This design comes from an exercise in tuning for a short achievable clock period and few clock cycles on the open sky130 flow, not from production work. At most, simulation tests tie the RTL to the original design; equivalence was not proved. Only the layout flow was run in run 1; the RTL was not checked for function there. No activity file was given, so power comes from the tool's default toggle rates.

==> design.v <==
`timescale 1ns / 1ps
module CPU(reset, clk, imem_addr, imem_data, dmem_addr, dmem_wdata, dmem_we, dmem_rdata);
    input reset, clk;
    output [31:0] imem_addr;
    input  [31:0] imem_data;
    output [31:0] dmem_addr, dmem_wdata;
    output dmem_we;
    input  [31:0] dmem_rdata;
    integer i, j;
    genvar g, h;
    reg  [31:0] pc_n;        
    wire [31:0] pc = ~pc_n;
    reg  [31:0] pc_o;        
    reg  [15:0] btb_v;
    reg  [5:0]  btb_tag [0:15];
    reg  [9:0]  btb_tgt [0:15];
    reg  [15:0] btb_c [0:15];       
    reg         btb_isc [0:15];     
    reg         btb_sk [0:15];      
    reg  [2:0]  gh;                 
    reg  [1:0]  fo_v;
    reg  [31:2] fo_tag0, fo_tag1, fo_tgt0, fo_tgt1;
    reg         fo_ptr;
    reg         fu_en;
    reg  [31:2] fu_tag, fu_tgt;
    reg         d_v;
    reg         d_fold;      
    reg  [31:0] d_ir;
    reg  [31:0] d_pc4;
    reg  [9:0]  d_pcl;       
    reg         d_pt;        
    reg  [31:2] d_ptgt;      
    reg         d_hit;
    reg  [1:0]  d_ctr;
    reg  [2:0]  d_g;         
    reg         d_urs, d_urt, d_cbr;
    reg  [31:0] d_rs_oh, d_rt_oh;    
    reg         d_rs_wb, d_rt_wb;    
    reg         d_sax, d_sae, d_sam, d_sad;   
    reg         d_sbx, d_sbe, d_sbm, d_sbd, d_sbi;
    reg         d_ssx, d_sse, d_ssm, d_ssd;
    reg         stall;               
    reg         x_v;
    reg  [31:0] x_a, x_b, x_sd;            
    reg  [4:0]  x_rd;                      
    reg         x_ld, x_lb, x_st;
    reg         x_early;                   
    reg         x_sub, x_uns;
    reg  [3:0]  x_tt;
    reg         x_radd, x_rlog, x_rslt, x_rshl, x_rshr, x_sra;
    reg  [4:0]  x_sh;
    reg         x_beq, x_bne, x_blez, x_bgtz, x_bltz, x_bgez, x_jmp, x_jr;
    reg         x_pt, x_sk, x_sk1;
    reg         x_fold, x_ctl, x_jp;       
    reg  [31:2] x_ptgt;
    reg  [31:0] x_tgt, x_pc4;
    reg         x_hit;
    reg  [1:0]  x_ctr;
    reg  [2:0]  x_g;
    reg  [9:0]  x_pcl;
    reg         x_late;                    
    reg         x_la, x_lbo;               
    reg         m_v;
    reg  [31:0] m_res, m_sd;
    reg  [31:0] m_addr;      
    reg  [1:0]  a_bsel;      
    reg         a_lb;
    reg  [4:0]  m_rd;
    reg         m_ld, m_lb, m_st;
    reg         m_late;
    reg         m_nc;                      
    reg         m_beq, m_bne, m_blez, m_bgtz, m_bltz, m_bgez;
    reg         m_pt, m_mpt, m_hit;
    reg         m_eq, m_aneg, m_azero;      
    reg  [1:0]  m_ctr;
    reg  [2:0]  m_g;
    reg         m_sk1;
    reg  [9:0]  m_pcl;
    reg  [31:0] m_tgt, m_pc4;
    reg  [31:0] w_res;
    reg  [4:0]  w_rd;
    reg  [31:0] rf [1:31];
    reg         u_br, u_taken, u_hit, u_jmp, u_sk;
    reg  [1:0]  u_ctr;
    reg  [2:0]  u_g;
    reg  [9:0]  u_pcl;
    reg  [9:0]  u_tgt;
    wire [31:0] pc4_f = {pc[31], pc[30:0] + 31'd4};
    wire [3:0]  f_idx = pc[5:2];
    wire [9:0]  f_tl  = btb_tgt[f_idx];
    wire [15:0] f_cs  = btb_c[f_idx];
    wire [1:0]  f_ctr = f_cs[2*gh +: 2];
    wire        f_isc = btb_isc[f_idx];
    wire        f_sk  = btb_sk[f_idx];
    wire        f_hit = btb_v[f_idx] && (btb_tag[f_idx] == pc[11:6]);
    wire        f_pt  = f_hit && f_ctr[1] && (f_ctr[0] || !f_sk);
    wire [31:0] f_tgt = {pc[31:12], f_tl, 2'b00};
    wire        fo_h0  = fo_v[0] && (fo_tag0 == pc[31:2]);
    wire        fo_h1  = fo_v[1] && (fo_tag1 == pc[31:2]);
    wire        f_fold = fo_h0 || fo_h1;
    wire [31:2] fo_t   = fo_h0 ? fo_tgt0 : fo_tgt1;
    wire        f_ptx  = f_pt || f_fold;
    wire [31:2] f_ptgt = f_fold ? fo_t : f_tgt[31:2];
    wire [5:0] f_op  = imem_data[31:26];
    wire [5:0] f_fn  = imem_data[5:0];
    wire       f_isr = (f_op == 6'h00);
    wire       f_shift = f_isr && (f_fn == 6'h00 || f_fn == 6'h02 || f_fn == 6'h03);
    wire       f_jrx = f_isr && (f_fn == 6'h08 || f_fn == 6'h09);
    wire       f_urs = !(f_op == 6'h02 || f_op == 6'h03 || f_op == 6'h0f || f_shift);
    wire       f_urt = (f_isr && !f_jrx) || f_op == 6'h04 || f_op == 6'h05 || f_op == 6'h2b;
    wire       f_cbr = (f_op[5:2] == 4'b0001) || (f_op == 6'h01 && imem_data[20:17] == 4'd0);
    wire [4:0] f_rs  = imem_data[25:21];
    wire [4:0] f_rt  = imem_data[20:16];
    wire       f_immop = (f_op[5:3] == 3'b001) || f_op == 6'h20 || f_op == 6'h23 || f_op == 6'h2b;
    wire       f_link  = (f_op == 6'h03) || (f_isr && f_fn == 6'h09);
    wire       f_brt   = !(f_immop || f_link);
    assign imem_addr = pc_o;
    wire [5:0] op = d_ir[31:26];
    wire [5:0] fn = d_ir[5:0];
    wire [4:0] rs = d_ir[25:21];
    wire [4:0] rt = d_ir[20:16];
    wire [4:0] rdf = d_ir[15:11];
    wire [15:0] imm = d_ir[15:0];
    wire is_r    = (op == 6'h00);
    wire i_sll   = is_r && (fn == 6'h00);
    wire i_srl   = is_r && (fn == 6'h02);
    wire i_sra   = is_r && (fn == 6'h03);
    wire i_jr    = is_r && (fn == 6'h08);
    wire i_jalr  = is_r && (fn == 6'h09);
    wire i_subr  = is_r && (fn == 6'h22 || fn == 6'h23);
    wire i_andr  = is_r && (fn == 6'h24);
    wire i_orr   = is_r && (fn == 6'h25);
    wire i_xorr  = is_r && (fn == 6'h26);
    wire i_norr  = is_r && (fn == 6'h27);
    wire i_sltr  = is_r && (fn == 6'h2a);
    wire i_sltur = is_r && (fn == 6'h2b);
    wire i_j     = (op == 6'h02);
    wire i_jal   = (op == 6'h03);
    wire i_beq   = (op == 6'h04);
    wire i_bne   = (op == 6'h05);
    wire i_blez  = (op == 6'h06);
    wire i_bgtz  = (op == 6'h07);
    wire i_bltz  = (op == 6'h01) && (rt == 5'd0);
    wire i_bgez  = (op == 6'h01) && (rt == 5'd1);
    wire i_addi  = (op == 6'h08) || (op == 6'h09);
    wire i_slti  = (op == 6'h0a);
    wire i_sltiu = (op == 6'h0b);
    wire i_andi  = (op == 6'h0c);
    wire i_ori   = (op == 6'h0d);
    wire i_xori  = (op == 6'h0e);
    wire i_lui   = (op == 6'h0f);
    wire i_lw    = (op == 6'h23);
    wire i_lb    = (op == 6'h20);
    wire i_sw    = (op == 6'h2b);
    wire i_shift = i_sll || i_srl || i_sra;
    wire i_cbr   = i_beq || i_bne || i_blez || i_bgtz || i_bltz || i_bgez;
    wire i_link  = i_jal || i_jalr;
    wire i_ld    = i_lw || i_lb;
    wire i_immop = i_addi || i_slti || i_sltiu || i_andi || i_ori || i_xori || i_lui || i_ld || i_sw;
    wire [4:0] dest = i_link ? 5'd31 :
                      (is_r && !i_jr) ? rdf :
                      (i_addi || i_slti || i_sltiu || i_andi || i_ori || i_xori || i_lui || i_ld) ? rt :
                      5'd0;
    wire [31:0] rs_rd, rt_rd;
    generate
        for (g = 0; g < 32; g = g + 1) begin : rd
            wire [31:1] col;
            for (h = 1; h < 32; h = h + 1) begin : c
                assign col[h] = rf[h][g];
            end
            assign rs_rd[g] = |(d_rs_oh[31:1] & col);
            assign rt_rd[g] = |(d_rt_oh[31:1] & col);
        end
    endgenerate
    wire [31:0] rs_val = rs_rd | ({32{d_rs_wb}} & w_res);
    wire [31:0] rt_val = rt_rd | ({32{d_rt_wb}} & w_res);
    wire x_ldv  = x_v && x_ld && !x_early && (x_rd != 5'd0);
    wire dep_rs = d_urs && (rs == x_rd);
    wire dep_rt = d_urt && (rt == x_rd);
    wire ld_dep = d_v && x_ldv && (dep_rs || dep_rt);
    wire late   = ld_dep && d_cbr;
    wire x_memu   = x_v && ((x_ld && !x_early) || x_st);
    wire early_ok = i_ld && (imm == 16'd0) && !x_memu;
    wire id_ldd = d_v && i_ld && !early_ok && (rt != 5'd0);
    wire stall_next = !stall && !kill_d && id_ldd && !f_cbr &&
                      ((f_urs && (f_rs == rt)) || (f_urt && (f_rt == rt)));
    wire xw = x_v && (x_rd != 5'd0);
    wire mw = m_v && (m_rd != 5'd0);
    wire b_rt = !(i_immop || i_link);
    wire [31:0] imm_s = {{16{imm[15]}}, imm};
    wire [31:0] imm_v = i_lui ? {imm, 16'd0} :
                        (i_andi || i_ori || i_xori) ? {16'd0, imm} :
                        imm_s;
    wire [31:0] b_imm = i_link ? d_pc4 : imm_v;
    wire [31:0] br_tgt = d_pc4 + {imm_s[29:0], 2'b00};
    wire [31:0] j_tgt  = {d_pc4[31:28], d_ir[25:0], 2'b00};
    wire [31:0] tgt    = (i_j || i_jal) ? j_tgt : br_tgt;
    wire sub_n = i_subr || i_sltr || i_sltur || i_slti || i_sltiu;
    wire [3:0] tt = (i_andr || i_andi) ? 4'b1000 :
                    (i_orr  || i_ori)  ? 4'b1110 :
                    (i_xorr || i_xori) ? 4'b0110 :
                    i_norr             ? 4'b0001 :
                                         4'b1010;    
    wire [31:0] ea = x_a;
    wire [31:0] eb = x_b;              
    wire [31:0] ebx = x_b;             
    wire [33:0] sum34 = {1'b0, ea, 1'b1} + {1'b0, ebx, x_sub};
    wire [31:0] sum = sum34[32:1];
    wire        cout = sum34[33];
    wire        lt = x_uns ? !cout : ((ea[31] ^ !ebx[31]) ? ea[31] : sum[31]);
    wire [31:0] logic_r;
    generate
        for (g = 0; g < 32; g = g + 1) begin : lu
            assign logic_r[g] = x_tt[{ea[g], eb[g]}];
        end
    endgenerate
    wire [31:0] shl = eb << x_sh;
    wire [31:0] shr = (eb >> x_sh) | ({32{x_sra & eb[31]}} & ~(32'hffffffff >> x_sh));
    wire [31:0] res = ({32{x_radd}} & sum) | ({32{x_rlog}} & logic_r) |
                      ({32{x_rshl}} & shl) | ({32{x_rshr}} & shr) |
                      {31'd0, x_rslt & lt};
    wire a_neg  = ea[31];
    wire a_zero = (ea == 32'd0);
    wire eq     = (ea == eb);
    wire taken_x = (x_beq && eq) || (x_bne && !eq) || (x_blez && (a_neg || a_zero)) ||
                   (x_bgtz && !a_neg && !a_zero) || (x_bltz && a_neg) || (x_bgez && !a_neg) || x_jmp;
    wire taken_m = (m_beq && m_eq) || (m_bne && !m_eq) || (m_blez && (m_aneg || m_azero)) ||
                   (m_bgtz && !m_aneg && !m_azero) || (m_bltz && m_aneg) || (m_bgez && !m_aneg);
    wire ml      = m_v && m_late;
    wire mr_t    = ml && m_mpt;
    wire mr_n    = ml && m_pt;
    wire x_mpt   = !(x_pt && ({x_ptgt, 2'b00} == x_tgt));
    wire skip_x  = x_sk && !d_pt;
    wire xe      = x_v && !x_late;                   
    wire xr_t    = xe && x_mpt && !skip_x;
    wire xk_t    = xe && (x_mpt || skip_x);          
    wire xr_n    = xe && (x_jr || (x_pt && !(x_fold && !x_ctl)));
    wire [31:0] x_rpcn = x_jr ? ea : x_pc4;
    wire redir_m = taken_m ? mr_t : mr_n;
    wire kill_x  = redir_m;                          
    wire redir_x = !kill_x && (taken_x ? xr_t : xr_n);
    wire redirect = redir_m || redir_x;
    wire kill_d  = redirect || (!kill_x && taken_x && xk_t);
    wire s_mt = taken_m && mr_t;
    wire s_mn = !taken_m && mr_n;
    wire s_xt = !kill_x && taken_x && xr_t;
    wire s_xn = !kill_x && !taken_x && xr_n;
    wire [31:0] pc_if = stall ? pc : f_ptx ? {f_ptgt, 2'b00} : pc4_f;
    wire [31:0] pc_next = ({32{s_mt}} & m_tgt) | ({32{s_mn}} & m_pc4) |
                          ({32{s_xt}} & x_tgt) | ({32{s_xn}} & x_rpcn) |
                          ({32{!redirect}} & pc_if);
    wire x_isbr = x_beq || x_bne || x_blez || x_bgtz || x_bltz || x_bgez;
    wire [7:0] ld_byte = (a_bsel == 2'd0) ? dmem_rdata[7:0] :
                         (a_bsel == 2'd1) ? dmem_rdata[15:8] :
                         (a_bsel == 2'd2) ? dmem_rdata[23:16] :
                                            dmem_rdata[31:24];
    wire [31:0] ld_val = a_lb ? {24'd0, ld_byte} : dmem_rdata;
    wire [31:0] mem_val = m_ld ? ld_val : m_res;
    wire [31:0] la_a = x_la ? mem_val : ea;
    wire [31:0] la_b = x_lbo ? mem_val : eb;
    wire [31:0] a_next  = ({32{d_sax}} & res) | ({32{d_sae}} & ld_val) | ({32{d_sam}} & mem_val) |
                          ({32{d_sad}} & rs_val);
    wire [31:0] b_next  = ({32{d_sbx}} & res) | ({32{d_sbe}} & ld_val) | ({32{d_sbm}} & mem_val) |
                          ({32{d_sbd}} & rt_val) | ({32{d_sbi}} & b_imm);
    wire [31:0] sd_next = ({32{d_ssx}} & res) | ({32{d_sse}} & ld_val) | ({32{d_ssm}} & mem_val) |
                          ({32{d_ssd}} & rt_val);
    assign dmem_addr  = m_addr;
    assign dmem_wdata = m_sd;
    assign dmem_we    = m_st;
    always @(posedge clk)
        if (reset) begin
            pc_n <= ~32'h00400000;
            pc_o <= 32'h00400000;
        end else begin
            pc_n <= ~pc_next;
            pc_o <= pc_next;
        end
    always @(posedge clk) begin
        m_addr <= early_ok ? a_next : res;
        a_lb   <= early_ok ? i_lb : x_lb;
    end
    always @(posedge clk or posedge reset)
        if (reset)
            a_bsel <= 2'd0;
        else
            a_bsel <= early_ok ? a_next[1:0] : res[1:0];
    always @(posedge clk or posedge reset)
        if (reset)
            d_v <= 1'b0;
        else if (redirect)
            d_v <= 1'b0;
        else if (!stall)
            d_v <= 1'b1;
    always @(posedge clk)
        if (!stall) begin
            d_ir   <= imem_data;
            d_pc4  <= pc4_f;
            d_pcl  <= pc[11:2];
            d_pt   <= f_ptx;
            d_ptgt <= f_ptgt;
            d_fold <= f_fold;
            d_hit  <= f_hit;
            d_ctr  <= f_ctr;
            d_g    <= gh;
            d_urs  <= f_urs;
            d_urt  <= f_urt;
            d_cbr  <= f_cbr;
        end
    wire [4:0] nw_rd  = m_v ? m_rd : 5'd0;
    wire [4:0] rs_n   = stall ? rs : f_rs;
    wire [4:0] rt_n   = stall ? rt : f_rt;
    wire       rs_wbn = (rs_n != 5'd0) && (rs_n == nw_rd);
    wire       rt_wbn = (rt_n != 5'd0) && (rt_n == nw_rd);
    wire       id_go  = d_v && !stall && !kill_d;
    wire       ex_go  = x_v && !kill_x;
    wire       nfax   = id_go && (dest != 5'd0) && (dest == f_rs);
    wire       nfbx   = id_go && (dest != 5'd0) && (dest == f_rt);
    wire       nfam   = ex_go && (x_rd != 5'd0) && (x_rd == rs_n) && !nfax;
    wire       nfbm   = ex_go && (x_rd != 5'd0) && (x_rd == rt_n) && !nfbx;
    wire       nbrt   = stall ? b_rt : f_brt;
    always @(posedge clk) begin
        d_rs_oh <= rs_wbn ? 32'd0 : (32'd1 << rs_n);
        d_rt_oh <= rt_wbn ? 32'd0 : (32'd1 << rt_n);
        d_rs_wb <= rs_wbn;
        d_rt_wb <= rt_wbn;
        d_sax <= nfax && !early_ok;
        d_sae <= nfax && early_ok;
        d_sam <= nfam;
        d_sad <= !nfax && !nfam;
        d_sbx <= nbrt && nfbx && !early_ok;
        d_sbe <= nbrt && nfbx && early_ok;
        d_sbm <= nbrt && nfbm;
        d_sbd <= nbrt && !nfbx && !nfbm;
        d_sbi <= !nbrt;
        d_ssx <= nfbx && !early_ok;
        d_sse <= nfbx && early_ok;
        d_ssm <= nfbm;
        d_ssd <= !nfbx && !nfbm;
    end
    always @(posedge clk or posedge reset)
        if (reset)
            stall <= 1'b0;
        else
            stall <= stall_next;
    always @(posedge clk or posedge reset)
        if (reset)
            x_v <= 1'b0;
        else
            x_v <= d_v && !stall && !kill_d;
    always @(posedge clk) begin
        x_rd   <= dest;
        x_ld   <= i_ld;
        x_st   <= i_sw;
        x_beq  <= i_beq;
        x_bne  <= i_bne;
        x_blez <= i_blez;
        x_bgtz <= i_bgtz;
        x_bltz <= i_bltz;
        x_bgez <= i_bgez;
        x_jmp  <= i_j || i_jal;
        x_jr   <= i_jr || i_jalr;
        x_pt   <= d_pt;
        x_fold <= d_fold;
        x_ctl  <= i_cbr || i_j || i_jal || i_jr || i_jalr;
        x_jp   <= i_j;
        x_sk   <= i_cbr && (imm == 16'd1) && !d_pt;
        x_sk1  <= (imm == 16'd1);
        x_late <= late;
        x_la   <= dep_rs;
        x_lbo  <= dep_rt;
        x_a    <= a_next;
        x_b    <= b_next ^ {32{sub_n}};
        x_sd   <= sd_next;
        x_lb   <= i_lb;
        x_early <= early_ok;
        x_sub  <= sub_n;
        x_uns  <= i_sltur || i_sltiu;
        x_tt   <= tt;
        x_radd <= !(i_andr || i_orr || i_xorr || i_norr || i_andi || i_ori || i_xori || i_lui || i_link ||
                    i_sltr || i_sltur || i_slti || i_sltiu || i_shift);
        x_rlog <= i_andr || i_orr || i_xorr || i_norr || i_andi || i_ori || i_xori || i_lui || i_link;
        x_rslt <= i_sltr || i_sltur || i_slti || i_sltiu;
        x_rshl <= i_sll;
        x_rshr <= i_srl || i_sra;
        x_sra  <= i_sra;
        x_sh   <= d_ir[10:6];
        x_ptgt <= d_ptgt;
        x_tgt  <= tgt;
        x_pc4  <= d_pc4;
        x_hit  <= d_hit;
        x_ctr  <= d_ctr;
        x_g    <= d_g;
        x_pcl  <= d_pcl;
    end
    always @(posedge clk or posedge reset)
        if (reset) begin
            m_v  <= 1'b0;
            m_st <= 1'b0;
            m_res <= 32'd0;
        end else begin
            m_res <= x_early ? ld_val : res;
            m_v  <= x_v && !kill_x;
            m_st <= x_v && x_st && !kill_x;
        end
    always @(posedge clk) begin
        m_rd   <= x_rd;
        m_ld   <= x_ld && !x_early;
        m_sd   <= x_sd;
        m_lb   <= x_lb;
        m_late <= x_late;
        m_beq  <= x_late && x_beq;
        m_bne  <= x_late && x_bne;
        m_blez <= x_late && x_blez;
        m_bgtz <= x_late && x_bgtz;
        m_bltz <= x_late && x_bltz;
        m_bgez <= x_late && x_bgez;
        m_pt   <= x_pt;
        m_eq   <= (la_a == la_b);
        m_aneg <= la_a[31];
        m_azero <= (la_a == 32'd0);
        m_mpt  <= x_mpt;
        m_tgt  <= x_tgt;
        m_pc4  <= x_pc4;
        m_nc   <= !x_ctl;
        m_hit  <= x_hit;
        m_ctr  <= x_ctr;
        m_g    <= x_g;
        m_sk1  <= x_sk1;
        m_pcl  <= x_pcl;
    end
    always @(posedge clk or posedge reset)
        if (reset)
            w_rd <= 5'd0;
        else
            w_rd <= m_v ? m_rd : 5'd0;
    always @(posedge clk)
        w_res <= mem_val;
    always @(posedge clk or posedge reset)
        if (reset) begin
            for (i = 1; i < 32; i = i + 1)
                rf[i] <= 32'd0;
        end else if (w_rd != 5'd0)
            rf[w_rd] <= w_res;
    always @(posedge clk or posedge reset)
        if (reset)
            u_br <= 1'b0;
        else
            u_br <= ml || (xe && !kill_x && (x_isbr || x_jmp));
    always @(posedge clk) begin
        u_taken <= ml ? taken_m : taken_x;
        u_jmp   <= !ml && x_jmp;
        u_hit   <= ml ? m_hit : x_hit;
        u_ctr   <= ml ? m_ctr : x_ctr;
        u_g     <= ml ? m_g : x_g;
        u_sk    <= ml ? m_sk1 : x_sk1;
        u_pcl   <= ml ? m_pcl : x_pcl;
        u_tgt   <= ml ? m_tgt[11:2] : x_tgt[11:2];
    end
    wire       u_en  = u_br && (u_hit || u_taken);
    reg  [15:0] u_cs;
    always @(*) begin
        u_cs = u_hit ? btb_c[u_pcl[3:0]] : {8{u_new}};
        u_cs[2*u_g +: 2] = u_new;
    end
    wire [1:0] u_new = u_jmp ? 2'd3 :
                       !u_hit ? 2'd2 :
                       u_taken ? ((u_ctr == 2'd3) ? 2'd3 : u_ctr + 2'd1) :
                                 ((u_ctr == 2'd0) ? 2'd0 : u_ctr - 2'd1);
    always @(posedge clk or posedge reset)
        if (reset)
            fu_en <= 1'b0;
        else
            fu_en <= xe && !kill_x && x_jp && m_v && m_nc && (m_pc4[31:2] + 30'd1 == x_pc4[31:2]);
    always @(posedge clk) begin
        fu_tag <= m_pc4[31:2] - 30'd1;
        fu_tgt <= x_tgt[31:2];
    end
    always @(posedge clk or posedge reset)
        if (reset) begin
            fo_v   <= 2'b00;
            fo_ptr <= 1'b0;
        end else if (fu_en) begin
            fo_v[fo_ptr] <= 1'b1;
            fo_ptr <= !fo_ptr;
        end
    always @(posedge clk)
        if (fu_en) begin
            if (fo_ptr) begin
                fo_tag1 <= fu_tag;
                fo_tgt1 <= fu_tgt;
            end else begin
                fo_tag0 <= fu_tag;
                fo_tgt0 <= fu_tgt;
            end
        end
    always @(posedge clk or posedge reset)
        if (reset)
            btb_v <= 16'd0;
        else if (u_en)
            btb_v[u_pcl[3:0]] <= 1'b1;
    always @(posedge clk)
        if (u_en) begin
            btb_tag[u_pcl[3:0]] <= u_pcl[9:4];
            btb_tgt[u_pcl[3:0]] <= u_tgt;
            btb_isc[u_pcl[3:0]] <= !u_jmp;
            btb_sk[u_pcl[3:0]]  <= u_sk;
            btb_c[u_pcl[3:0]]   <= u_cs;
        end
    wire       skip_kill = kill_d && !redirect;
    wire [2:0] gh_rep = redir_m ? {m_g[1:0], taken_m} :
                        x_isbr ? {x_g[1:0], taken_x} : x_g;
    always @(posedge clk or posedge reset)
        if (reset)
            gh <= 3'd0;
        else if (redirect || skip_kill)
            gh <= gh_rep;
        else if (!stall && f_hit && f_isc)
            gh <= {gh[1:0], f_pt};
endmodule
==> flow/run.sh <==
#!/bin/bash
# The standard layout (standard.sh), with these changes to how it is made:
#  - synthesis: the standard flow's own script (synth_recipe.tcl), except that abc maps with flow/abc.script
#    (a delay-driven "map -D"), and ADDER_MAP_FILE is emptied so adders are left to abc as plain
#    logic rather than full/half adder cells. Registers and their names are unchanged.
#  - the port buffers are buf_4 cells (buffer_ports -buffer_cell), not the library's smallest buffer.
#  - after detailed placement, each register that drives an output port (through the port's
#    buffer only) is moved next to that buffer, and the placement legalized again
#    (flow/place_out_flops.tcl, an ORFS POST_DETAIL_PLACE hook).
#  - repair_timing aims for a setup slack margin larger than the design's clock period
#    leaves (flow/margin.txt, in ns), so it keeps shortening paths.
# Each tool's full output: make's in standard_flow.log, ORFS's per-step logs under orfs/logs/.
set -euo pipefail
W=$(pwd)
export MY_FLOW_DIR=$W/flow
MARGIN=$(cat flow/margin.txt)
sed 's#log_cmd abc {\*}$abc_args#set abc_args [lreplace $abc_args 1 1 $::env(MY_FLOW_DIR)/abc.script]\n  log_cmd abc {*}$abc_args#' \
    "$FLOW_HOME/scripts/synth.tcl" > "$W/synth_orfs.tcl"
grep -q 'MY_FLOW_DIR)/abc.script' "$W/synth_orfs.tcl"
sed "s#source \$::env(SCRIPTS_DIR)/synth.tcl#source $W/synth_orfs.tcl#" synth_recipe.tcl > "$W/my_synth.tcl"
grep -q "source $W/synth_orfs.tcl" "$W/my_synth.tcl"
bash standard.sh ADDER_MAP_FILE= SYNTH_SCRIPT="$W/my_synth.tcl" SETUP_SLACK_MARGIN=$MARGIN \
    BUFFER_PORTS_ARGS="-buffer_cell sky130_fd_sc_hd__buf_4" \
    POST_DETAIL_PLACE_TCL="$W/flow/place_out_flops.tcl" finish > standard_flow.log 2>&1
==> flow/abc.script <==
strash
dch -f
map -D 500
topo
buffer -c
upsize -D 500
dnsize -D 500
stime -p
==> flow/margin.txt <==
7.0
==> flow/place_out_flops.tcl <==
# Move each register that drives an output port (through the port's buffer, and nothing
# else) next to that buffer, then legalize the placement again.
set block [ord::get_db_block]
set moved 0
foreach bterm [$block getBTerms] {
  if {[$bterm getIoType] != "OUTPUT"} { continue }
  set net [$bterm getNet]
  if {$net == "NULL"} { continue }
  set buf ""
  foreach it [$net getITerms] {
    if {[$it isOutputSignal]} { set buf [$it getInst] }
  }
  if {$buf == ""} { continue }
  set in_it ""
  foreach it [$buf getITerms] {
    if {[$it isInputSignal]} { set in_it $it }
  }
  if {$in_it == ""} { continue }
  set n2 [$in_it getNet]
  if {$n2 == "NULL"} { continue }
  set ff ""
  set nload 0
  foreach it [$n2 getITerms] {
    if {[$it isOutputSignal]} { set ff [$it getInst] } else { incr nload }
  }
  if {$ff == "" || $nload != 1} { continue }
  if {![string match "*__df*" [[$ff getMaster] getName]]} { continue }
  lassign [$buf getLocation] x y
  $ff setLocation $x $y
  incr moved
}
puts "place_out_flops: moved $moved registers next to their output buffers"
detailed_placement
optimize_mirroring
puts "place_out_flops: placement violations [check_placement -verbose]"
estimate_parasitics -placement
==> standard.sh <==
#!/bin/bash
# synth_recipe.tcl (not shown) runs the flow's synth.tcl, then flattens the netlist and writes it again
# the make line also repeats each setting of config.mk as NAME=value (left out here)
make -C /OpenROAD-flow-scripts/flow DESIGN_CONFIG=/design/flow/config.mk WORK_HOME=/design/flow/orfs CLKGATE_MAP_FILE= SYNTH_SCRIPT=/design/flow/synth_recipe.tcl "${@:-finish}"
==> config.mk <==
export PLATFORM = sky130hd
export DESIGN_NAME = CPU
export DESIGN_NICKNAME = CPU
export VERILOG_FILES = /design/flow/design.v
export SDC_FILE = /design/flow/constraint.sdc
export NUM_CORES = 8
export LEC_CHECK = 0
export CAP_MARGIN = 30
export CORE_MARGIN = 2
export CORE_UTILIZATION = 40
export SLEW_MARGIN = 30
==> constraint.sdc <==
create_clock -name core_clock -period 10.0 [get_ports {clk}]
set_input_delay 2.0000 -clock core_clock [delete_from_list [all_inputs] [get_ports {clk}]]
set_output_delay 2.0000 -clock core_clock [all_outputs]
set_load 0.01 [all_outputs]
==> results of run 1 <==
## registers in the layout, indices dropped and copies added, names as in the netlist, 96 cells and up
register and count:
btb_tgt 160, rf 992, btb_tag 96, btb_c 256
## worst max-delay path: stages (launching register included)
cell,delay [ps]
dfxtp_1,380
inv_1,120
buf_12,170
nand4_1,220
nor3_4,430
a21oi_2,130
a211oi_2,180
buf_4,170
nand4_1,90
buf_6,160
buf_4,150
clkbuf_16,190
clkbuf_16,210
o311ai_4,310
inv_1,120
a21oi_2,260
## power groups by stage
stage	sequential (mW)	clock, mW	combinational (mW)
after global routing	12.4	10.9	5.63
after floorplan	12.1	0	2.53
after CTS	12.3	10.5	4.71
after global placement	12.5	0	4.20
final	12.4	10.5	5.38
after detailed placement	12.5	0	4.22
## cell families (layout without fill, tap and decap cells)
logic type                 Yosys count  in the layout
and+or+nand+nor                   4597           4605
buffers and inverters             1947           2430
muxes                                4              4
other                                0             26
adders and majority gates            4              4
xor gates and xnor gates           160            160
AOI/OAI and AO/OA                 4283           4283
DFF                               2485           2485
## worst max path at each step
| stage | slack, ps | startpoint | cells after the start | endpoint |
|---|---|---|---|---|
| 6_report | 6540 | x_a[28]$_DFF_P_ | 15 | pc_o[2]$_SDFF_PP0_ |
| 5_1_grt | 6550 | pc_n[2]$_SDFF_PP1_ | 18 | pc_o[20]$_SDFF_PP0_ |
| 4_1_cts | 6470 | pc_n[5]$_SDFF_PP1_ | 14 | pc_o[20]$_SDFF_PP0_ |
| 3_5_place_dp | 4730 | pc_n[3]$_SDFF_PP1_ | 14 | pc_n[3]$_SDFF_PP1_ |
| 3_3_place_gp | 4670 | pc_n[3]$_SDFF_PP1_ | 15 | pc_n[0]$_SDFF_PP1_ |
| 2_1_floorplan | 4460 | reset | 2 | a_bsel[0]$_DFF_PP0_ |
## what timing repair did
| item | CTS | global route |
|---|---|---|
| resized for setup | 1004 | 880 |
| endpoints found under the setup margin | 1436 | 707 |
| pin swaps | 100 | 225 |
| gates cloned | 25 | 42 |
| buffers inserted | 141 | 210 |
## cell usage after synthesis (all sizes together), types with 8 or more instances
cell type  number
a2111oi        37
a211oi         27
a21boi         27
a21oi         535
a221oi        155
a22o           16
a22oi         867
a31oi          96
a32oi           8
a41oi          20
and2           11
buf           138
clkbuf        780
clkinv         24
dfrtp        1060
dfxtp         646
edfxtp        779
inv          1005
nand2        2492
nand3         379
nand3b         19
nand4         312
nor2         1120
nor2b           9
nor3           88
nor4          104
o2111ai        65
o211ai        169
o21a           46
o21ai        1789
o21bai         41
o221ai         51
o22ai         219
o2bb2ai        11
o311ai         32
o31ai           9
o41ai          23
or2            48
xnor2          49
xor2          111
## area by class of cell
| class | count | area share |
|---|---|---|
| Timing Repair Buffer | 895 | 0.06725 |
| Tap cell | 3919 | 0.03397 |
| Antenna cell | 26 | 0.0004508 |
| Sequential cell | 2485 | 0.4378 |
| Clock buffer | 398 | 0.05520 |
| Clock inverter | 103 | 0.008218 |
| Multi-Input combinational cell | 9056 | 0.3678 |
| Inverter | 1029 | 0.02899 |
| Timing Repair inverter | 5 | 0.0003381 |
## per-stage QoR
stage / total power [mW] / instances / worst slack, ps / utilization / hold slack [ps]
final: 28.30 / 17920 / 6541 / 0.4921 / 325.1
after global routing: 28.99 / 17890 / 6554 / 0.4919 / 321.4
after CTS: 27.54 / 17640 / 6471 / 0.4709 / 310.7
after detailed placement: 16.72 / 16970 / 4729 / 0.4210 / 312.1
after global placement: 16.70 / 16960 / 4671 / 0.4205 / 310.0
after floorplan: 14.58 / 13480 / 4464 / - / 309.6
## routing by layer
layer,vias to the layer above,global-route usage,part of all wire
li1,48420,-,-
met5,-,0.0004748,0.00036
met1,55400,0.4786,0.37
met2,8848,0.5071,0.40
met4,18,0.2348,0.078
met3,1947,0.1251,0.14
## placed cells by master (no fill, tap or decap), types with 105 or more instances in the layout
master / n
xor2_1: 105
edfxtp_1: 779
a21oi_1: 448
buf_4: 558
nand2_1: 2402
dfxtp_1: 436
o21ai_1: 114
a221oi_1: 128
dfrtp_1: 1059
o22ai_1: 213
nand3_1: 295
inv_1: 893
nor2_1: 977
a22oi_1: 847
clkbuf_16: 315
buf_6: 179
nand4_1: 311
o21ai_0: 1578
o211ai_1: 169
dfxtp_2: 181
==> results.json, run 1 <==
{
  "ioPinCount": 163,
  "syn_inst": 13480,
  "worstRegToRegCells": 15,
  "antenna_found_initial": 51,
  "synthFlopType": "dfrtp_1",
  "crit_type": "flip-flop to flip-flop",
  "place_congestion": 1.040,
  "overflow": 0,
  "rsz0062_at_grt": "yes",
  "synth_cell_type_count": 83,
  "dr.pass1.iters": 7,
  "hold_path_class": "flip-flop to flip-flop",
  "fin_crit_sh": 0.3459,
  "insertion_delay_ps": 970,
  "finalHoldViolCount": 0,
  "synth-simple-area-share": 0.1642,
  "viasPerCell": 6.398,
  "fillers": 27730,
  "hold-path-cell-count": 0,
  "yosysTopAreaCell": "dfrtp_1",
  "ant_nets": 0,
  "hold_buffers": 0,
  "cp.arrival_ps": 4260,
  "tightest_slew_ps": 1232,
  "endpoint_kind": "flip-flop",
  "muxShareOfSynthArea": 0.0003506,
  "regArea_sq_mm": 0.06319,
  "maxSlewHeadroom": 0.1788,
  "yosysWarnings": 2,
  "cts-root-buf": "clkbuf_16",
  "p_seq_frac": 0.439,
  "final.setup.tns_ps": 0,
  "slew_violations": 0,
  "worstReg2RegEnd": "pc_o[2]$_SDFF_PP0_",
  "drv_cap": 0,
  "routedWlPerCell_um": 32.37,
  "clkPwrFrac": 0.371,
  "r2r_start": "x_a[28]$_DFF_P_",
  "h-tree-depth": 5,
  "leakage_nw": 56.55,
  "clk_path_buf_depth": 4,
  "hold_path.startpoint": "d_g[1]$_DFFE_PN_",
  "yosysSeqAreaShare": 0.5338,
  "syn-mean-instance-area_sq_um": 8.735,
  "grt_pass1_wl_um": 785000,
  "min_to": "x_g[1]$_DFF_P_",
  "synth_compound_area_frac": 0.2256,
  "async_flop_share": 0.4266,
  "final_area_sq_mm": 0.1443,
  "start_util": 0.4015,
  "grt_max_degree": 151,
  "synth_fa_ha_area_frac": 0.0003400,
  "power_frac_comb": 0.190,
  "outcome": "timing/DRC/antenna clean",
  "place_area_sq_mm": 0.1235,
  "cts_tree": "built",
  "placement.io_buffers": 162,
  "ys_ff_latch": 2485,
  "drtIter0Drc": 19170,
  "crit_required_ps": 10800,
  "intPower_mw": 19.06,
  "die_area_sq_mm": 0.2987,
  "vias": 114600,
  "numCtsBuffers": 279,
  "coreArea_sq_mm": 0.2933,
  "drt_wl_total_um": 579900,
  "synth_area_leaders": "dfrtp_1 23%, edfxtp_1 20%, dfxtp_1 11%",
  "r2r_setup_slack_ps": 6540,
  "ir_worst_vdd_v": 0.0001611,
  "netlist_area_sq_mm": 0.1178,
  "grt_usage": 0.3639,
  "row_count": 199,
  "max_freq_ghz": 0.2891,
  "setup_viol": 0,
  "clock-sinks": 2485,
  "die_h_um": 546.6,
  "synth_edf_count": 779,
  "finalCriticalPeriod_ps": 3459,
  "dp.final_hpwl_um": 363700,
  "p_sw_mw": 9.238,
  "drive_gt1_frac": 0.1807,
  "synth_top_family_by_area": "compound AO/OA/AOI/OAI gates",
  "grt_pass1_vias": 102500,
  "clk_pin_slew_ps": 70,
  "synth_fp_nets": 13550,
  "critPathLaunchType": "flip-flop",
  "fin_skew_ps": 64.52,
  "crit_fanout": 9,
  "num-nets-final": 13820,
  "area_delta_synth_final_pct": 22.57,
  "yosys.area.top_type_share": 0.2253,
  "multi_input_area_sq_mm": 0.05308,
  "drc": 0,
  "power.density_mw_per_mm2": 196.1,
  "die-width_um": 546.6,
  "synth-xor-area-share": 0.01190,
  "p_sw_frac": 0.3264
}
==> run 2, diff against run 1 <==
--- a/design.v
+++ b/design.v
@@ -58,8 +58,6 @@
     reg  [1:0]  x_ctr;
     reg  [2:0]  x_g;
     reg  [9:0]  x_pcl;
-    reg         x_late;                    
-    reg         x_la, x_lbo;               
     reg         m_v;
     reg  [31:0] m_res, m_sd;
     reg  [31:0] m_addr;      
@@ -67,16 +65,8 @@
     reg         a_lb;
     reg  [4:0]  m_rd;
     reg         m_ld, m_lb, m_st;
-    reg         m_late;
     reg         m_nc;                      
-    reg         m_beq, m_bne, m_blez, m_bgtz, m_bltz, m_bgez;
-    reg         m_pt, m_mpt, m_hit;
-    reg         m_eq, m_aneg, m_azero;      
-    reg  [1:0]  m_ctr;
-    reg  [2:0]  m_g;
-    reg         m_sk1;
-    reg  [9:0]  m_pcl;
-    reg  [31:0] m_tgt, m_pc4;
+    reg  [31:0] m_pc4;
     reg  [31:0] w_res;
     reg  [4:0]  w_rd;
     reg  [31:0] rf [1:31];
@@ -178,11 +168,10 @@
     wire dep_rs = d_urs && (rs == x_rd);
     wire dep_rt = d_urt && (rt == x_rd);
     wire ld_dep = d_v && x_ldv && (dep_rs || dep_rt);
-    wire late   = ld_dep && d_cbr;
     wire x_memu   = x_v && ((x_ld && !x_early) || x_st);
     wire early_ok = i_ld && (imm == 16'd0) && !x_memu;
     wire id_ldd = d_v && i_ld && !early_ok && (rt != 5'd0);
-    wire stall_next = !stall && !kill_d && id_ldd && !f_cbr &&
+    wire stall_next = !stall && !kill_d && id_ldd &&
                       ((f_urs && (f_rs == rt)) || (f_urt && (f_rt == rt)));
     wire xw = x_v && (x_rd != 5'd0);
     wire mw = m_v && (m_rd != 5'd0);
@@ -224,30 +213,19 @@
     wire eq     = (ea == eb);
     wire taken_x = (x_beq && eq) || (x_bne && !eq) || (x_blez && (a_neg || a_zero)) ||
                    (x_bgtz && !a_neg && !a_zero) || (x_bltz && a_neg) || (x_bgez && !a_neg) || x_jmp;
-    wire taken_m = (m_beq && m_eq) || (m_bne && !m_eq) || (m_blez && (m_aneg || m_azero)) ||
-                   (m_bgtz && !m_aneg && !m_azero) || (m_bltz && m_aneg) || (m_bgez && !m_aneg);
-    wire ml      = m_v && m_late;
-    wire mr_t    = ml && m_mpt;
-    wire mr_n    = ml && m_pt;
     wire x_mpt   = !(x_pt && ({x_ptgt, 2'b00} == x_tgt));
     wire skip_x  = x_sk && !d_pt;
-    wire xe      = x_v && !x_late;                   
+    wire xe      = x_v;
     wire xr_t    = xe && x_mpt && !skip_x;
     wire xk_t    = xe && (x_mpt || skip_x);          
     wire xr_n    = xe && (x_jr || (x_pt && !(x_fold && !x_ctl)));
     wire [31:0] x_rpcn = x_jr ? ea : x_pc4;
-    wire redir_m = taken_m ? mr_t : mr_n;
-    wire kill_x  = redir_m;                          
-    wire redir_x = !kill_x && (taken_x ? xr_t : xr_n);
-    wire redirect = redir_m || redir_x;
-    wire kill_d  = redirect || (!kill_x && taken_x && xk_t);
-    wire s_mt = taken_m && mr_t;
-    wire s_mn = !taken_m && mr_n;
-    wire s_xt = !kill_x && taken_x && xr_t;
-    wire s_xn = !kill_x && !taken_x && xr_n;
+    wire redirect = taken_x ? xr_t : xr_n;
+    wire kill_d  = redirect || (taken_x && xk_t);
+    wire s_xt = taken_x && xr_t;
+    wire s_xn = !taken_x && xr_n;
     wire [31:0] pc_if = stall ? pc : f_ptx ? {f_ptgt, 2'b00} : pc4_f;
-    wire [31:0] pc_next = ({32{s_mt}} & m_tgt) | ({32{s_mn}} & m_pc4) |
-                          ({32{s_xt}} & x_tgt) | ({32{s_xn}} & x_rpcn) |
+    wire [31:0] pc_next = ({32{s_xt}} & x_tgt) | ({32{s_xn}} & x_rpcn) |
                           ({32{!redirect}} & pc_if);
     wire x_isbr = x_beq || x_bne || x_blez || x_bgtz || x_bltz || x_bgez;
     wire [7:0] ld_byte = (a_bsel == 2'd0) ? dmem_rdata[7:0] :
@@ -256,8 +234,6 @@
                                             dmem_rdata[31:24];
     wire [31:0] ld_val = a_lb ? {24'd0, ld_byte} : dmem_rdata;
     wire [31:0] mem_val = m_ld ? ld_val : m_res;
-    wire [31:0] la_a = x_la ? mem_val : ea;
-    wire [31:0] la_b = x_lbo ? mem_val : eb;
     wire [31:0] a_next  = ({32{d_sax}} & res) | ({32{d_sae}} & ld_val) | ({32{d_sam}} & mem_val) |
                           ({32{d_sad}} & rs_val);
     wire [31:0] b_next  = ({32{d_sbx}} & res) | ({32{d_sbe}} & ld_val) | ({32{d_sbm}} & mem_val) |
@@ -312,7 +288,7 @@
     wire       rs_wbn = (rs_n != 5'd0) && (rs_n == nw_rd);
     wire       rt_wbn = (rt_n != 5'd0) && (rt_n == nw_rd);
     wire       id_go  = d_v && !stall && !kill_d;
-    wire       ex_go  = x_v && !kill_x;
+    wire       ex_go  = x_v;
     wire       nfax   = id_go && (dest != 5'd0) && (dest == f_rs);
     wire       nfbx   = id_go && (dest != 5'd0) && (dest == f_rt);
     wire       nfam   = ex_go && (x_rd != 5'd0) && (x_rd == rs_n) && !nfax;
@@ -365,9 +341,6 @@
         x_jp   <= i_j;
         x_sk   <= i_cbr && (imm == 16'd1) && !d_pt;
         x_sk1  <= (imm == 16'd1);
-        x_late <= late;
-        x_la   <= dep_rs;
-        x_lbo  <= dep_rt;
         x_a    <= a_next;
         x_b    <= b_next ^ {32{sub_n}};
         x_sd   <= sd_next;
@@ -399,34 +372,16 @@
             m_res <= 32'd0;
         end else begin
             m_res <= x_early ? ld_val : res;
-            m_v  <= x_v && !kill_x;
-            m_st <= x_v && x_st && !kill_x;
+            m_v  <= x_v;
+            m_st <= x_v && x_st;
         end
     always @(posedge clk) begin
         m_rd   <= x_rd;
         m_ld   <= x_ld && !x_early;
         m_sd   <= x_sd;
         m_lb   <= x_lb;
-        m_late <= x_late;
-        m_beq  <= x_late && x_beq;
-        m_bne  <= x_late && x_bne;
-        m_blez <= x_late && x_blez;
-        m_bgtz <= x_late && x_bgtz;
-        m_bltz <= x_late && x_bltz;
-        m_bgez <= x_late && x_bgez;
-        m_pt   <= x_pt;
-        m_eq   <= (la_a == la_b);
-        m_aneg <= la_a[31];
-        m_azero <= (la_a == 32'd0);
-        m_mpt  <= x_mpt;
-        m_tgt  <= x_tgt;
         m_pc4  <= x_pc4;
         m_nc   <= !x_ctl;
-        m_hit  <= x_hit;
-        m_ctr  <= x_ctr;
-        m_g    <= x_g;
-        m_sk1  <= x_sk1;
-        m_pcl  <= x_pcl;
     end
     always @(posedge clk or posedge reset)
         if (reset)
@@ -445,16 +400,16 @@
         if (reset)
             u_br <= 1'b0;
         else
-            u_br <= ml || (xe && !kill_x && (x_isbr || x_jmp));
+            u_br <= xe && (x_isbr || x_jmp);
     always @(posedge clk) begin
-        u_taken <= ml ? taken_m : taken_x;
-        u_jmp   <= !ml && x_jmp;
-        u_hit   <= ml ? m_hit : x_hit;
-        u_ctr   <= ml ? m_ctr : x_ctr;
-        u_g     <= ml ? m_g : x_g;
-        u_sk    <= ml ? m_sk1 : x_sk1;
-        u_pcl   <= ml ? m_pcl : x_pcl;
-        u_tgt   <= ml ? m_tgt[11:2] : x_tgt[11:2];
+        u_taken <= taken_x;
+        u_jmp   <= x_jmp;
+        u_hit   <= x_hit;
+        u_ctr   <= x_ctr;
+        u_g     <= x_g;
+        u_sk    <= x_sk1;
+        u_pcl   <= x_pcl;
+        u_tgt   <= x_tgt[11:2];
     end
     wire       u_en  = u_br && (u_hit || u_taken);
     reg  [15:0] u_cs;
@@ -470,7 +425,7 @@
         if (reset)
             fu_en <= 1'b0;
         else
-            fu_en <= xe && !kill_x && x_jp && m_v && m_nc && (m_pc4[31:2] + 30'd1 == x_pc4[31:2]);
+            fu_en <= xe && x_jp && m_v && m_nc && (m_pc4[31:2] + 30'd1 == x_pc4[31:2]);
     always @(posedge clk) begin
         fu_tag <= m_pc4[31:2] - 30'd1;
         fu_tgt <= x_tgt[31:2];
@@ -507,8 +462,7 @@
             btb_c[u_pcl[3:0]]   <= u_cs;
         end
     wire       skip_kill = kill_d && !redirect;
-    wire [2:0] gh_rep = redir_m ? {m_g[1:0], taken_m} :
-                        x_isbr ? {x_g[1:0], taken_x} : x_g;
+    wire [2:0] gh_rep = x_isbr ? {x_g[1:0], taken_x} : x_g;
     always @(posedge clk or posedge reset)
         if (reset)
             gh <= 3'd0;
==> run 2 against run 1 <==
Net effect:
- via count fell by 4.8%
- routed wire length fell by 7.2%
- still clean
- largest cell class unchanged
- clock skew rose by 20 ps
- synthesized cell count fell by 4.2%
- area after synthesis fell by 3.0%
==> results.json, run 2 <==
{
  "synth_edf_count": 776,
  "clk_path_buf_depth": 4,
  "crit_fanout": 1,
  "drive_gt1_frac": 0.1888,
  "startpoint": "m_st$_DFF_PP0_",
  "final_area_sq_mm": 0.1405,
  "row_count": 196,
  "grt_max_degree": 154,
  "worstRegToRegCells": 12,
  "cp.arrival_ps": 1440,
  "critPathBufInv": 1,
  "grt_pass1_wl_um": 748600,
  "netlist_area_sq_mm": 0.1142,
  "fin_crit_sh": 0.3442,
  "clock-sinks": 2436,
  "synthFlopType": "dfrtp_1",
  "cts_tree": "built",
  "hold_buffers": 0,
  "die_area_sq_mm": 0.2898,
  "cpLargestDelayFamily": "flip-flops",
  "final.setup.tns_ps": 0,
  "h-tree-depth": 5,
  "clkPwrFrac": 0.339,
  "final_cell_mix": "2,320 x nand2_1, 1,473 x o21ai_0, 1,057 x dfrtp_1",
  "drc": 0,
  "use_met2": 0.5008,
  "crit_required_ps": 8000,
  "grt_use_met1": 0.4636,
  "yosysTopAreaCell": "dfrtp_1",
  "critPathLaunchType": "flip-flop",
  "synth_cell_type_count": 86,
  "syn-mean-instance-area_sq_um": 8.839,
  "place_congestion": 1.035,
  "fillers": 26460,
  "grt_pass1_vias": 99780,
  "yosysWarnings": 2,
  "vias": 109100,
  "max_freq_ghz": 0.2905,
  "yosys.area.top_type_share": 0.2323,
  "ir_worst_vdd_v": 0.0001418,
  "antenna_found_initial": 37,
  "worstReg2RegEnd": "pc_o[13]$_SDFF_PP0_",
  "drv_cap": 0,
  "p_sw_mw": 10.50,
  "intPower_mw": 19.80,
  "drtIter0Drc": 17280,
  "num-nets-final": 13340,
  "p_sw_frac": 0.3466,
  "r2r_setup_slack_ps": 6740,
  "layout_commonest_cell": "nand2_1",
  "synth_fp_nets": 12990,
  "grt_usage": 0.3546,
  "synth.most_common_cell": "nand2_1",
  "numCtsBuffers": 273,
  "tightest_slew_ps": 1146,
  "r2r_start": "pc_n[21]$_SDFF_PP1_",
  "ant_nets": 0,
  "max_flop_register": "rf",
  "setup_viol": 0,
  "hold_path_class": "flip-flop to flip-flop",
  "largest_reg_flops": 992,
  "finalHoldViolCount": 0,
  "placement.io_buffers": 162,
  "start_util": 0.4015,
  "power.density_mw_per_mm2": 215.7,
  "fin_total_pwr_mw": 30.31,
  "place_area_sq_mm": 0.1196,
  "insertion_delay_ps": 930,
  "crit_path_cell_trace": "buf_6",
  "cts-root-buf": "clkbuf_16",
  "synth_common_cells": "2,416 x nand2_1, 1,638 x o21ai_0, 1,069 x nor2_1",
  "ioPinCount": 163,
  "busiest_layer": "met2",
  "die-width_um": 538.3,
  "coreArea_sq_mm": 0.2845,
  "max_stage_delay_ps": 380,
  "crit_path_top_delay_cell": "dfrtp_1",
  "async_flop_share": 0.4351,
  "finalCriticalPeriod_ps": 3442,
  "fin_skew_ps": 84.66,
  "crit_type": "flip-flop to output pin",
  "overflow": 0,
  "yosysSeqAreaShare": 0.5415,
  "power_frac_comb": 0.239,
  "area_delta_synth_final_pct": 23.05,
  "ys_ff_latch": 2436,
  "slew_violations": 0,
  "endpoint_kind": "output pin",
  "maxSlewHeadroom": 0.2282,
  "use_met3": 0.1177,
  "crit_end": "dmem_we",
  "p_seq_frac": 0.422,
  "leakage_nw": 55.47,
  "outcome": "timing/DRC/antenna clean",
  "die_h_um": 538.3,
  "dr.pass1.iters": 10,
  "syn_inst": 12920,
  "dp.final_hpwl_um": 340100,
  "clk_pin_slew_ps": 60,
  "cp.depth": 1,
  "viasPerCell": 6.322,
  "rsz0062_at_grt": "yes",
  "synth_area_leaders": "dfrtp_1 23%, edfxtp_1 20%, dfxtp_1 11%",
  "routedWlPerCell_um": 31.17,
  "drt_wl_total_um": 538200
}
run 2: per-layer routing:
layer / up-vias / routed length [um]
met5: - / 206
met4: 30 / 40880
met3: 1748 / 75750
met2: 8116 / 220100
met1: 52600 / 201300
li1: 46650 / -
run 2: stage by stage:
| stage | cells | hold WS, ps | utilization | setup WS [ps] |
|---|---|---|---|---|
| after global placement | 16250 | 309.8 | 0.4196 | 4851 |
| after global routing | 17250 | 328.0 | 0.4939 | 6523 |
| after detailed placement | 16260 | 312.1 | 0.4203 | 5060 |
| after floorplan | 12920 | 309.6 | - | 4348 |
| after CTS | 17040 | 310.8 | 0.4772 | 6526 |
| final | 17270 | 319.4 | 0.4940 | 6558 |
run 2: layout make-up:
type / count / area (sq um) / share of cell area
diodes: 12 / 30.03 / 0.0002137
multi-input cells: 8739 / 50620 / 0.3602
clock inverters: 104 / 1102 / 0.007844
repair buffers: 939 / 10200 / 0.07261
clock buffers: 387 / 7931 / 0.05644
flip-flops and latches: 2436 / 62250 / 0.4430
inverters: 876 / 3567 / 0.02538
well taps: 3762 / 4707 / 0.03350
repair inverters: 10 / 108.9 / 0.0007746
run 2: timing repair:
action / CTS / global route
pin swaps: 135 / 270
resized for setup: 1078 / 711
endpoints found under the setup margin: 1744 / 756
setup buffers: 232 / 196
gates cloned: 52 / 20
run 2: worst min-delay path by stage:
| stage | start | to | cells after the start |
|---|---|---|---|
| 2_1_floorplan | x_sd[0]$_DFF_P_ | m_sd[0]$_DFF_P_ | 0 |
| 3_3_place_gp | x_pcl[4]$_DFF_P_ | u_pcl[4]$_DFF_P_ | 0 |
| 3_5_place_dp | x_sd[1]$_DFF_P_ | m_sd[1]$_DFF_P_ | 0 |
| 4_1_cts | x_sd[31]$_DFF_P_ | m_sd[31]$_DFF_P_ | 0 |
| 5_1_grt | x_sd[31]$_DFF_P_ | m_sd[31]$_DFF_P_ | 0 |
| 6_report | x_sd[31]$_DFF_P_ | m_sd[31]$_DFF_P_ | 0 |
run 2: power by group through the flow:
| stage | Clock (mW) | Combinational, mW | Sequential (mW) |
|---|---|---|---|
| CTS | 10.3 | 6.47 | 12.7 |
| global placement | 0 | 5.23 | 12.9 |
| floorplan | 0 | 3.29 | 12.2 |
| global route | 10.7 | 7.59 | 12.9 |
| finish | 10.3 | 7.25 | 12.8 |
| detailed placement | 0 | 5.26 | 12.9 |
run 2: kinds of logic after synthesis:
family / after synthesis / synth area share
flops: 2436 / 0.5415
buf+inv: 1758 / 0.05997
xor+xnor: 138 / 0.01058
simple gates: 4461 / 0.1639
mux: 7 / 0.0006136
fa+ha+maj: 8 / 0.0007012
compound gates: 4112 / 0.2227
Testbench counts of run 2, summed over its fixed seeds: cycles 316,822.
==> run 3, diff against run 2 <==
--- a/design.v
+++ b/design.v
@@ -14,10 +14,10 @@
     reg  [15:0] btb_v;
     reg  [5:0]  btb_tag [0:15];
     reg  [9:0]  btb_tgt [0:15];
-    reg  [15:0] btb_c [0:15];       
+    reg  [7:0]  btb_c [0:15];       
     reg         btb_isc [0:15];     
     reg         btb_sk [0:15];      
-    reg  [2:0]  gh;                 
+    reg  [1:0]  gh;                 
     reg  [1:0]  fo_v;
     reg  [31:2] fo_tag0, fo_tag1, fo_tgt0, fo_tgt1;
     reg         fo_ptr;
@@ -32,7 +32,7 @@
     reg  [31:2] d_ptgt;      
     reg         d_hit;
     reg  [1:0]  d_ctr;
-    reg  [2:0]  d_g;         
+    reg  [1:0]  d_g;         
     reg         d_urs, d_urt, d_cbr;
     reg  [31:0] d_rs_oh, d_rt_oh;    
     reg         d_rs_wb, d_rt_wb;    
@@ -56,7 +56,7 @@
     reg  [31:0] x_tgt, x_pc4;
     reg         x_hit;
     reg  [1:0]  x_ctr;
-    reg  [2:0]  x_g;
+    reg  [1:0]  x_g;
     reg  [9:0]  x_pcl;
     reg         m_v;
     reg  [31:0] m_res, m_sd;
@@ -72,13 +72,13 @@
     reg  [31:0] rf [1:31];
     reg         u_br, u_taken, u_hit, u_jmp, u_sk;
     reg  [1:0]  u_ctr;
-    reg  [2:0]  u_g;
+    reg  [1:0]  u_g;
     reg  [9:0]  u_pcl;
     reg  [9:0]  u_tgt;
     wire [31:0] pc4_f = {pc[31], pc[30:0] + 31'd4};
     wire [3:0]  f_idx = pc[5:2];
     wire [9:0]  f_tl  = btb_tgt[f_idx];
-    wire [15:0] f_cs  = btb_c[f_idx];
+    wire [7:0]  f_cs  = btb_c[f_idx];
     wire [1:0]  f_ctr = f_cs[2*gh +: 2];
     wire        f_isc = btb_isc[f_idx];
     wire        f_sk  = btb_sk[f_idx];
@@ -412,9 +412,9 @@
         u_tgt   <= x_tgt[11:2];
     end
     wire       u_en  = u_br && (u_hit || u_taken);
-    reg  [15:0] u_cs;
+    reg  [7:0]  u_cs;
     always @(*) begin
-        u_cs = u_hit ? btb_c[u_pcl[3:0]] : {8{u_new}};
+        u_cs = u_hit ? btb_c[u_pcl[3:0]] : {4{u_new}};
         u_cs[2*u_g +: 2] = u_new;
     end
     wire [1:0] u_new = u_jmp ? 2'd3 :
@@ -462,12 +462,12 @@
             btb_c[u_pcl[3:0]]   <= u_cs;
         end
     wire       skip_kill = kill_d && !redirect;
-    wire [2:0] gh_rep = x_isbr ? {x_g[1:0], taken_x} : x_g;
+    wire [1:0] gh_rep = x_isbr ? {x_g[0], taken_x} : x_g;
     always @(posedge clk or posedge reset)
         if (reset)
-            gh <= 3'd0;
+            gh <= 2'd0;
         else if (redirect || skip_kill)
             gh <= gh_rep;
         else if (!stall && f_hit && f_isc)
-            gh <= {gh[1:0], f_pt};
+            gh <= {gh[0], f_pt};
 endmodule
--- a/config.mk
+++ b/config.mk
@@ -8,4 +8,6 @@
 export CAP_MARGIN = 30
 export CORE_MARGIN = 2
 export CORE_UTILIZATION = 40
+export CTS_CLUSTER_DIAMETER = 80
+export CTS_CLUSTER_SIZE = 24
 export SLEW_MARGIN = 30
==> run 3 against run 2 <==
Net effect:
- synthesized cell count is 4.0% lower
- non-clock buffer count is 79 lower
- worst setup slack better by 20 ps
- sequential cell count is 132 lower
- global-route usage is 1.6 points higher
- critical path type unchanged
- still clean on timing, DRC and antenna
- sequential power is 12% lower
- clock-buffer cell count is 207 lower
==> results.json, run 3 <==
{
  "outcome": "timing/DRC/antenna clean",
  "synth_fa_ha_area_frac": 0.0007397,
  "fin_skew_ps": 104.4,
  "netlist_area_sq_mm": 0.1083,
  "tightest_slew_ps": 1118,
  "num-nets-final": 12660,
  "async_flop_share": 0.4596,
  "endpoint_kind": "output pin",
  "ant_nets": 0,
  "critPathBufInv": 1,
  "leakage_nw": 51.16,
  "grt_usage": 0.3710,
  "fin_cells": 16280,
  "drv_cap": 0,
  "final_area_sq_mm": 0.1300,
  "antenna_found_initial": 42,
  "die_area_sq_mm": 0.2748,
  "crit_path_top_delay_cell": "dfrtp_1",
  "synth-xor-area-share": 0.01116,
  "drtIter0Drc": 16750,
  "max_flop_register": "rf",
  "ys_ff_latch": 2304,
  "placement.io_buffers": 162,
  "setup_viol": 0,
  "place_congestion": 1.004,
  "cpLargestDelayFamily": "flip-flops",
  "hold_path_class": "flip-flop to flip-flop",
  "clk_path_buf_depth": 4,
  "synth-simple-area-share": 0.1705,
  "row_count": 190,
  "grt_pass1_vias": 96030,
  "drc": 0,
  "syn_inst": 12410,
  "syn-mean-instance-area_sq_um": 8.727,
  "synth_edf_count": 647,
  "viasPerCell": 6.418,
  "numCtsBuffers": 143,
  "pre_cts_ws_ps": 4601,
  "start_util": 0.4030,
  "synthFlopType": "dfrtp_1",
  "cts-root-buf": "clkbuf_16",
  "die_h_um": 524.2,
  "ioPinCount": 163,
  "cp.arrival_ps": 1420,
  "area_delta_synth_final_pct": 20.08,
  "crit_type": "flip-flop to output pin",
  "dp.final_hpwl_um": 336100,
  "yosysTopAreaCell": "dfrtp_1",
  "layout_commonest_cell": "nand2_1",
  "fin_total_pwr_mw": 22.60,
  "synth_fp_nets": 12470,
  "place_area_sq_mm": 0.1131,
  "fin_ws_ps": 6578,
  "finalCriticalPeriod_ps": 3422,
  "slew_violations": 0,
  "drt_wl_total_um": 532300,
  "finalHoldViolCount": 0,
  "synth_compound_area_frac": 0.2210,
  "routedWlPerCell_um": 32.70,
  "synth_common_cells": "2,379 x nand2_1, 1,601 x o21ai_0, 1,092 x nor2_1",
  "dp.cells": 15550,
  "critPathLaunchType": "flip-flop",
  "max_freq_ghz": 0.2922,
  "yosys.area.top_type_share": 0.2448,
  "drive_gt1_frac": 0.1770,
  "grt_pass1_wl_um": 732000,
  "ir_worst_vdd_v": 0.0001450,
  "overflow": 0,
  "synth_top_family_by_area": "compound AO/OA/AOI/OAI gates",
  "coreArea_sq_mm": 0.2686,
  "hold_buffers": 0,
  "utilization": 0.4839,
  "dr.pass1.iters": 7,
  "cts_tree": "built",
  "clk_pin_slew_ps": 100,
  "fin_crit_sh": 0.3422,
  "crit_path_cell_trace": "buf_6",
  "grt_max_degree": 85,
  "largest_reg_flops": 992,
  "yosysWarnings": 2,
  "max_stage_delay_ps": 390,
  "whs_ps": 307.9,
  "final.setup.tns_ps": 0,
  "crit_fanout": 1,
  "maxSlewHeadroom": 0.2537,
  "insertion_delay_ps": 920,
  "vias": 104500,
  "final_cell_mix": "2,269 x nand2_1, 1,433 x o21ai_0, 1,058 x dfrtp_1",
  "h-tree-depth": 4,
  "power.density_mw_per_mm2": 173.8,
  "clock-sinks": 2304,
  "muxShareOfSynthArea": 0.001294,
  "synth_area_leaders": "dfrtp_1 24%, edfxtp_1 18%, dfxtp_1 11%",
  "die-width_um": 524.2,
  "rsz0062_at_grt": "yes",
  "synth.most_common_cell": "nand2_1",
  "synth_cell_type_count": 86,
  "yosysSeqAreaShare": 0.5348,
  "crit_required_ps": 8000
}
## run 3: cell types whose count changed after synthesis, moves of 37 or more
cell	delta
o21ai_0	-37
nand2_1	-37
edfxtp_1	-129
nand3_1	-40
a21oi_1	-128
o22ai_1	-65
## run 3: area by class of cell
cell class | count | area (sq um)
diodes | 22 | 55.05
clock buffers | 180 | 3865
clock inverters | 75 | 1052
fillers | 25120 | 138600
inverters | 856 | 3548
multi-input cells | 8419 | 48850
flip-flops and latches | 2304 | 58230
well taps | 3552 | 4444
repair buffers | 860 | 9872
repair inverters | 9 | 75.07
## run 3: timing repair
| item | in CTS | in global routing |
|---|---|---|
| setup buffers | 234 | 144 |
| setup endpoints to repair | 1435 | 806 |
| gates cloned | 56 | 16 |
| pin swaps | 172 | 215 |
| endpoints found under the hold margin | 0 | 0 |
| resized for setup | 1115 | 677 |
## run 3: routing by layer
| layer | wire (um) | track usage | up-vias |
|---|---|---|---|
| met5 | 278 | 0 | - |
| met4 | 39940 | 0.2347 | 24 |
| met3 | 66700 | 0.1076 | 1775 |
| met2 | 225200 | 0.5438 | 7638 |
| met1 | 200200 | 0.4798 | 50850 |
| li1 | - | - | 44180 |
## run 3: kinds of logic after synthesis
logic type | Yosys count
AO/OA/AOI/OAI | 3861
adder cells (fa/ha/maj) | 8
buffers and inverters | 1687
AND/OR/NAND/NOR | 4393
multiplexers | 14
XOR/XNOR | 138
flip-flops | 2304
## run 3: final timing paths
path                                          from                endpoint  slack, ps  cells past startpoint
worst max-delay path                m_st$_DFF_PP0_                 dmem_we       6580                      1
worst min-delay path              d_g[1]$_DFFE_PN_          x_g[1]$_DFF_P_        310                      0
worst max register to register  pc_n[2]$_SDFF_PP1_     pc_n[12]$_SDFF_PP1_       6700                     20
worst min register to register    d_g[1]$_DFFE_PN_          x_g[1]$_DFF_P_        310                      0
max in group asynchronous                    reset  rf[31][24]$_DFFE_PP0P_       7010                      5
min in group asynchronous                    reset         fu_en$_DFF_PP0_       1600                      2
## run 3: power by group
| group | switching, mW | internal [mW] |
|---|---|---|
| logic | 2.97 | 1.46 |
| clock network | 3.68 | 3.19 |
| registers | 0.840 | 10.5 |
Testbench counts of run 3, summed over its fixed seeds: cycles 317,480.
==> run 4, diff against run 3 <==
--- a/config.mk
+++ b/config.mk
@@ -8,6 +8,4 @@
 export CAP_MARGIN = 30
 export CORE_MARGIN = 2
 export CORE_UTILIZATION = 40
-export CTS_CLUSTER_DIAMETER = 80
-export CTS_CLUSTER_SIZE = 24
 export SLEW_MARGIN = 30
==> run 4 against run 3 <==
Net effect:
- via count increased by 1.1%
- largest power group unchanged
- highest routed layer unchanged
- register-to-register slack improved by 50 ps
- still clean on timing, DRC and antenna
- sequential power about the same
- worst hold slack improved by 8.2 ps
==> results.json, run 4 <==
{
  "critPathLaunchType": "flip-flop",
  "max_freq_ghz": 0.2920,
  "worstReg2RegEnd": "pc_n[2]$_SDFF_PP1_",
  "coreArea_sq_mm": 0.2686,
  "start_util": 0.4030,
  "final_cell_mix": "2,275 x nand2_1, 1,438 x o21ai_0, 1,058 x dfrtp_1",
  "grt_max_degree": 85,
  "cts_tree": "built",
  "drive_gt1_frac": 0.1848,
  "h-tree-depth": 5,
  "rsz0062_at_grt": "yes",
  "viasPerCell": 6.412,
  "fin_skew_ps": 94.59,
  "hold_path_class": "flip-flop to flip-flop",
  "setup_viol": 0,
  "leakage_nw": 52.71,
  "whs_ps": 316.1,
  "clock-sinks": 2304,
  "synth_top_family_by_area": "compound AO/OA/AOI/OAI gates",
  "startpoint": "m_st$_DFF_PP0_",
  "final.setup.tns_ps": 0,
  "crit_type": "flip-flop to output pin",
  "yosysSeqAreaShare": 0.5348,
  "dp.cells": 15550,
  "largest_reg_flops": 992,
  "placement.io_buffers": 162,
  "cpLargestDelayFamily": "flip-flops",
  "ys_ff_latch": 2304,
  "fin_total_pwr_mw": 25.67,
  "outcome": "timing/DRC/antenna clean",
  "fin_crit_sh": 0.3425,
  "grt_usage": 0.3720,
  "overflow": 0,
  "routedWlPerCell_um": 32.49,
  "crit_required_ps": 8000,
  "max_stage_delay_ps": 380,
  "die-width_um": 524.2,
  "drt_wl_total_um": 534900,
  "syn-mean-instance-area_sq_um": 8.727,
  "grt_pass1_wl_um": 735800,
  "grt_pass1_vias": 97350,
  "num-nets-final": 12740,
  "vias": 105600,
  "synth_area_leaders": "dfrtp_1 24%, edfxtp_1 18%, dfxtp_1 11%",
  "crit_end": "dmem_we",
  "critPathBufInv": 1,
  "tightest_slew_ps": 1122,
  "r2r_setup_slack_ps": 6750,
  "utilization": 0.4952,
  "synth_cell_type_count": 86,
  "clk_pin_slew_ps": 60,
  "cp.depth": 1,
  "die_h_um": 524.2,
  "dr.pass1.iters": 10,
  "worstRegToRegCells": 18,
  "ioPinCount": 163,
  "synth_fp_nets": 12470,
  "yosysTopAreaCell": "dfrtp_1",
  "synth_edf_count": 647,
  "synth-xor-area-share": 0.01116,
  "muxShareOfSynthArea": 0.001294,
  "ant_nets": 0,
  "synth_common_cells": "2,379 x nand2_1, 1,601 x o21ai_0, 1,092 x nor2_1",
  "r2r_start": "pc_n[2]$_SDFF_PP1_",
  "place_area_sq_mm": 0.1131,
  "row_count": 190,
  "final_area_sq_mm": 0.1330,
  "crit_fanout": 1,
  "finalCriticalPeriod_ps": 3425,
  "async_flop_share": 0.4596,
  "yosys.area.top_type_share": 0.2448
}
[run 4: cell counts after synthesis]
Identical to the previous run, type by type.
[run 4: what timing repair did]
item	CTS	global route
buffers inserted	200	145
pin swaps	159	215
endpoints found under the hold margin	0	0
gates resized for setup	1090	636
gates cloned	48	18
endpoints found under the setup margin	1440	858
hold buffers	0	0
[run 4: area by class of cell]
type	count	area, sq um
Fill cell	24790	135600
Sequential cell	2304	58240
Multi-Input combinational cell	8419	48600
Timing Repair Buffer	822	9246
Clock buffer	380	7797
Tap cell	3552	4444
Inverter	856	3545
Clock inverter	94	999.7
Timing Repair inverter	9	88.84
Antenna cell	29	72.57
[run 4: cell families after synthesis]
group,after synthesis
compound gates,3861
xor+xnor,138
fa+ha+maj,8
buf+inv,1687
flops,2304
mux,14
simple gates,4393
[run 4: where the power goes]
| group | switching [mW] | internal (mW) |
|---|---|---|
| registers | 0.844 | 10.5 |
| clock network | 4.17 | 5.84 |
| logic | 2.94 | 1.40 |
| total | 7.95 | 17.7 |
[run 4: worst min path at each step]
stage                                 from          endpoint  slack, ps  cells past startpoint
final                     x_pcl[2]$_DFF_P_  u_pcl[2]$_DFF_P_        320                      0
after global routing      x_pcl[2]$_DFF_P_  u_pcl[2]$_DFF_P_        330                      0
after CTS                 x_pcl[2]$_DFF_P_  u_pcl[2]$_DFF_P_        310                      0
after detailed placement  x_sd[11]$_DFF_P_  m_sd[11]$_DFF_P_        310                      0
after global placement    x_pcl[7]$_DFF_P_  u_pcl[7]$_DFF_P_        310                      0
after floorplan            x_sd[0]$_DFF_P_   m_sd[0]$_DFF_P_        310                      0
[run 4: routing by layer]
layer	track usage	part of all wire	vias up	routed length, um
met5	0	0.00018	-	96
met4	0.2457	0.078	16	41740
met3	0.1112	0.13	1882	67340
met2	0.5413	0.42	7790	225300
met1	0.4783	0.37	51430	200500
li1	-	-	44460	-

==> separate check: timing with driven ports <==
Ports are ideal in the flow. The routed layouts listed here were re-timed in OpenROAD. Step 1 sets driving cells, clkbuf_16 on the clock port and buf_2 on the other inputs (assumed; they add their load-dependent delay and slew). Step 2, shift: input delay + t, output delay - t, t = (earliest + latest rising clock arrival at the registers) / 2. This alone moves slack from input paths to output paths. Slacks: ideal ports / drivers / drivers and shift; pairs: ideal ports / drivers.
run	shift t [ns]	slack for setup (ns)
run 1	1.046	6.541 / 6.478 / 5.771
run 2	1.006	6.558 / 6.450 / 6.058
run 3	0.976	6.578 / 6.470 / 6.039
run 4	1.003	6.575 / 6.464 / 6.001
After both steps setup and hold are still met in every run listed.
